This is an optimization exercise on Yosys and OpenROAD, whose aim is small area, not a production implementation.
In this exercise RTL edits were held to simulation tests only and were not proved equivalent to the original.
No driver is modelled on the clock port, so clock power and skew are understated where the tree is cut down; a real chip needs a root buffer or a tree.
Power figures rest on the tool's default switching activity, not on a simulated workload.

// qspi_fsm
module qspi_fsm #(
  parameter ADDR_W = 32 )
(
  input               clk,
  input               rst_n,
  input      [2:0]    clk_div,
  input               cs_auto,
  input               cs_level,
  input               quad_en,
  input               cpol,
  input               cpha,
  input               lsb_first,
  input               start,
  input      [15:0]   cmd_cfg,
  input      [15:0]   cmd_op,
  input      [ADDR_W-1:0] cmd_addr,
  input      [7:0]    cmd_dummy,
  input      [31:0]   cmd_len,
  output              done,
  input               tx_ren,
  input      [7:0]    tx_data_fifo,
  output              tx_empty,
  output reg          rx_wen,
  output     [7:0]    rx_data_fifo,
  input               rx_full,
  output              sclk,
  output reg          cs_n,
  output reg [3:0]    io_o,
  output     [3:0]    io_oe,
  input      [3:0]    io_i
);
Settings: LEC_CHECK=0, CAP_MARGIN=20, CORE_MARGIN=2, CORE_UTILIZATION=60, PLACE_DENSITY=0.7, SLEW_MARGIN=20; clock period 5.0 ns.
standard.sh (not shown) runs the stock make flow with config.mk's settings and CLKGATE_MAP_FILE= SYNTH_SCRIPT=/design/flow/synth_recipe.tcl, a recipe that flattens the netlist after the stock synthesis.
==> flow/flow/run.sh <==
#!/bin/bash
# Layout flow:
#  1. the standard synthesis (standard.sh synth), unchanged;
#  2. the combinational logic of that netlist is re-mapped for area with a few
#     ABC scripts (flow/area*.abc, each run in its own Yosys, log reabc_N.log);
#     the flip-flops are left as they are;
#  3. the 3 smallest re-mapped netlists are each laid out by the standard ORFS
#     flow (standard.sh finish in its own work folder orfs_N, log layout_N.log),
#     with two changes: the I/O port buffers are made of the smallest buffer
#     cell, and the clock tree is built by flow/cts.tcl (4 leaf buffers driven
#     by the clock port) in place of TritonCTS;
#  4. the layout with the smallest cell area that meets timing is kept
#     (moved to orfs/, choice in layout_choice.log) and written to out/final.def.
set -uo pipefail
here=$(pwd)
sub=results/$FLOW_PLATFORM/qspi_fsm/base
bash standard.sh synth > synth.log 2>&1 || exit 1
cp orfs/$sub/1_2_yosys.v $here/standard_synth.v

flops() { grep -cE '^ *sky130_fd_sc_hd__(df|edf|sdf|dl)[a-z0-9_]* ' "$1"; }
nflops=$(flops $here/standard_synth.v)
pids=()
for s in $here/flow/area*.abc; do
  n=$(basename $s .abc)
  REABC_IN=$here/standard_synth.v REABC_OUT=$here/reabc_$n.v REABC_SCRIPT=$s \
    yosys -c $here/flow/reabc.tcl > reabc_$n.log 2>&1 &
  pids+=($!)
done
for p in "${pids[@]}"; do wait $p; done

: > reabc_choice.log
echo "standard synthesis: $(grep 'Chip area' orfs/reports/$FLOW_PLATFORM/qspi_fsm/base/synth_stat.txt)" >> reabc_choice.log
cands=()
for s in $here/flow/area*.abc; do
  n=$(basename $s .abc)
  [[ -s $here/reabc_$n.v ]] || continue
  a=$(grep 'Chip area' reabc_$n.log | tail -1 | awk '{print $NF}')
  [[ -n "$a" ]] || continue
  [[ $(flops $here/reabc_$n.v) == "$nflops" ]] || continue
  echo "$n $a" >> reabc_choice.log
  cands+=("$a $n")
done
# the 3 smallest netlists, or the standard one if re-mapping failed
mapfile -t top < <(printf '%s\n' "${cands[@]}" | sort -g | head -3 | awk '{print $2}')
[[ ${#top[@]} -gt 0 ]] || top=(standard)
echo "laid out: ${top[*]}" >> reabc_choice.log

pids=()
for n in "${top[@]}"; do
  rm -rf orfs_$n
  cp -a orfs orfs_$n
  if [[ $n != standard ]]; then
    cp $here/reabc_$n.v orfs_$n/$sub/1_2_yosys.v
    rm -f orfs_$n/$sub/1_synth.odb orfs_$n/$sub/1_synth.sdc
  fi
  bash standard.sh "WORK_HOME=$here/orfs_$n" \
    "BUFFER_PORTS_ARGS=-buffer_cell sky130_fd_sc_hd__buf_1" \
    "PRE_CTS_TCL=$here/flow/cts.tcl" finish > layout_$n.log 2>&1 &
  pids+=($!)
done
for p in "${pids[@]}"; do wait $p; done

best=""; bestarea=""
: > layout_choice.log
for n in "${top[@]}"; do
  rep=orfs_$n/logs/$FLOW_PLATFORM/qspi_fsm/base/6_report.json
  [[ -f orfs_$n/$sub/6_final.odb && -f $rep ]] || { echo "$n: no layout" >> layout_choice.log; continue; }
  read -r a ws < <(python3 -c "
import json,sys
d=json.load(open('$rep'))
a=d['finish__design__instance__area']-d.get('finish__design__instance__area__class:tap_cell',0)
print(a, d['finish__timing__setup__ws'])")
  echo "$n: cell area $a, setup ws $ws" >> layout_choice.log
  awk "BEGIN{exit !($ws > 0.05)}" || continue
  if [[ -z "$best" ]] || awk "BEGIN{exit !($a < $bestarea)}"; then best=$n; bestarea=$a; fi
done
if [[ -z "$best" ]]; then
  # none met timing with margin: take the first one that finished
  for n in "${top[@]}"; do [[ -f orfs_$n/$sub/6_final.odb ]] && { best=$n; break; }; done
fi
echo "chosen: $best" >> layout_choice.log
[[ -n "$best" ]] || exit 1
rm -rf orfs
mv orfs_$best orfs
: # left out here: write the final layout as DEF
==> flow/flow/area_s0.abc <==
strash
&get -n
&st
&deepsyn -T 150 -S 0
&dch -f
&nf -a -R 1000
&put
mfs3 -a
==> flow/flow/area_s21.abc <==
strash
&get -n
&st
&deepsyn -T 150 -S 21
&dch -f
&nf -a -R 1000
&put
mfs3 -a
==> flow/flow/area_s42.abc <==
strash
&get -n
&st
&deepsyn -T 150 -S 42
&dch -f
&nf -a -R 1000
&put
mfs3 -a
==> flow/flow/area_s7.abc <==
strash
&get -n
&st
&deepsyn -T 150 -S 7
&dch -f
&nf -a -R 1000
&put
mfs3 -a
Other scripts of this flow, unchanged in this note and not shown: flow/flow/area_fast.abc, flow/flow/cts.tcl, flow/flow/reabc.tcl
Next try:
--- a/flow/flow/run.sh
+++ b/flow/flow/run.sh
@@ -6,3 +6,3 @@
 #     the flip-flops are left as they are;
-#  3. the 3 smallest re-mapped netlists are each laid out by the standard ORFS
+#  3. the 5 smallest re-mapped netlists are each laid out by the standard ORFS
 #     flow (standard.sh finish in its own work folder orfs_N, log layout_N.log),
@@ -42,4 +42,4 @@
 done
-# the 3 smallest netlists, or the standard one if re-mapping failed
-mapfile -t top < <(printf '%s\n' "${cands[@]}" | sort -g | head -3 | awk '{print $2}')
+# the 5 smallest netlists, or the standard one if re-mapping failed
+mapfile -t top < <(printf '%s\n' "${cands[@]}" | sort -g | head -5 | awk '{print $2}')
 [[ ${#top[@]} -gt 0 ]] || top=(standard)
==> flow/flow/area_s0.abc (replaced) <==
strash
&get -n
&st
&deepsyn -T 100 -S 0
&dch -f
&nf -a -R 1000
&put
==> flow/flow/area_s0m.abc (new file) <==
strash
&get -n
&st
&deepsyn -T 100 -S 0
&dch -f
&nf -a -R 1000
&put
mfs3 -a
==> flow/flow/area_s21.abc (replaced) <==
strash
&get -n
&st
&deepsyn -T 100 -S 21
&dch -f
&nf -a -R 1000
&put
==> flow/flow/area_s21m.abc (new file) <==
strash
&get -n
&st
&deepsyn -T 100 -S 21
&dch -f
&nf -a -R 1000
&put
mfs3 -a
==> flow/flow/area_s42.abc (replaced) <==
strash
&get -n
&st
&deepsyn -T 100 -S 42
&dch -f
&nf -a -R 1000
&put
==> flow/flow/area_s42m.abc (new file) <==
strash
&get -n
&st
&deepsyn -T 100 -S 42
&dch -f
&nf -a -R 1000
&put
mfs3 -a
==> flow/flow/area_s7.abc (replaced) <==
strash
&get -n
&st
&deepsyn -T 100 -S 7
&dch -f
&nf -a -R 1000
&put
==> flow/flow/area_s7m.abc (new file) <==
strash
&get -n
&st
&deepsyn -T 100 -S 7
&dch -f
&nf -a -R 1000
&put
mfs3 -a
The new run finished clean; die area stays the same; wire length does not change; total power stays the same; clock skew does not change; sequential power is about the same; final area is unchanged.
In every run of this note, the design's own scripts or RTL, not TritonCTS, make the clock network.

[re-timing with driven ports]
No port has a modelled driver above. Below, the same layouts with a new extraction and two added sets of constraints.
Step 1, drivers: a clkbuf_16 drives clk and a buf_2 each remaining input, both assumed.
Step 2 adds t to the input delays and takes it off the output delays; t is the mean of the earliest and latest rising clock arrival at the registers after step 1. Input paths then give back, and output paths get back, about the clock's delay inside the block.
a / b / c = no drivers / after step 1 / after step 2; a / b = the first two.
run	shift t [ns]	slack for setup (ns)	hold WS [ns]
the first run	0.193	0.357 / 0.408 / 0.215	0.421 / 0.421 / 0.421
the second run	0.193	0.357 / 0.408 / 0.215	0.421 / 0.421 / 0.421
After both steps setup and hold are still met in every run listed.
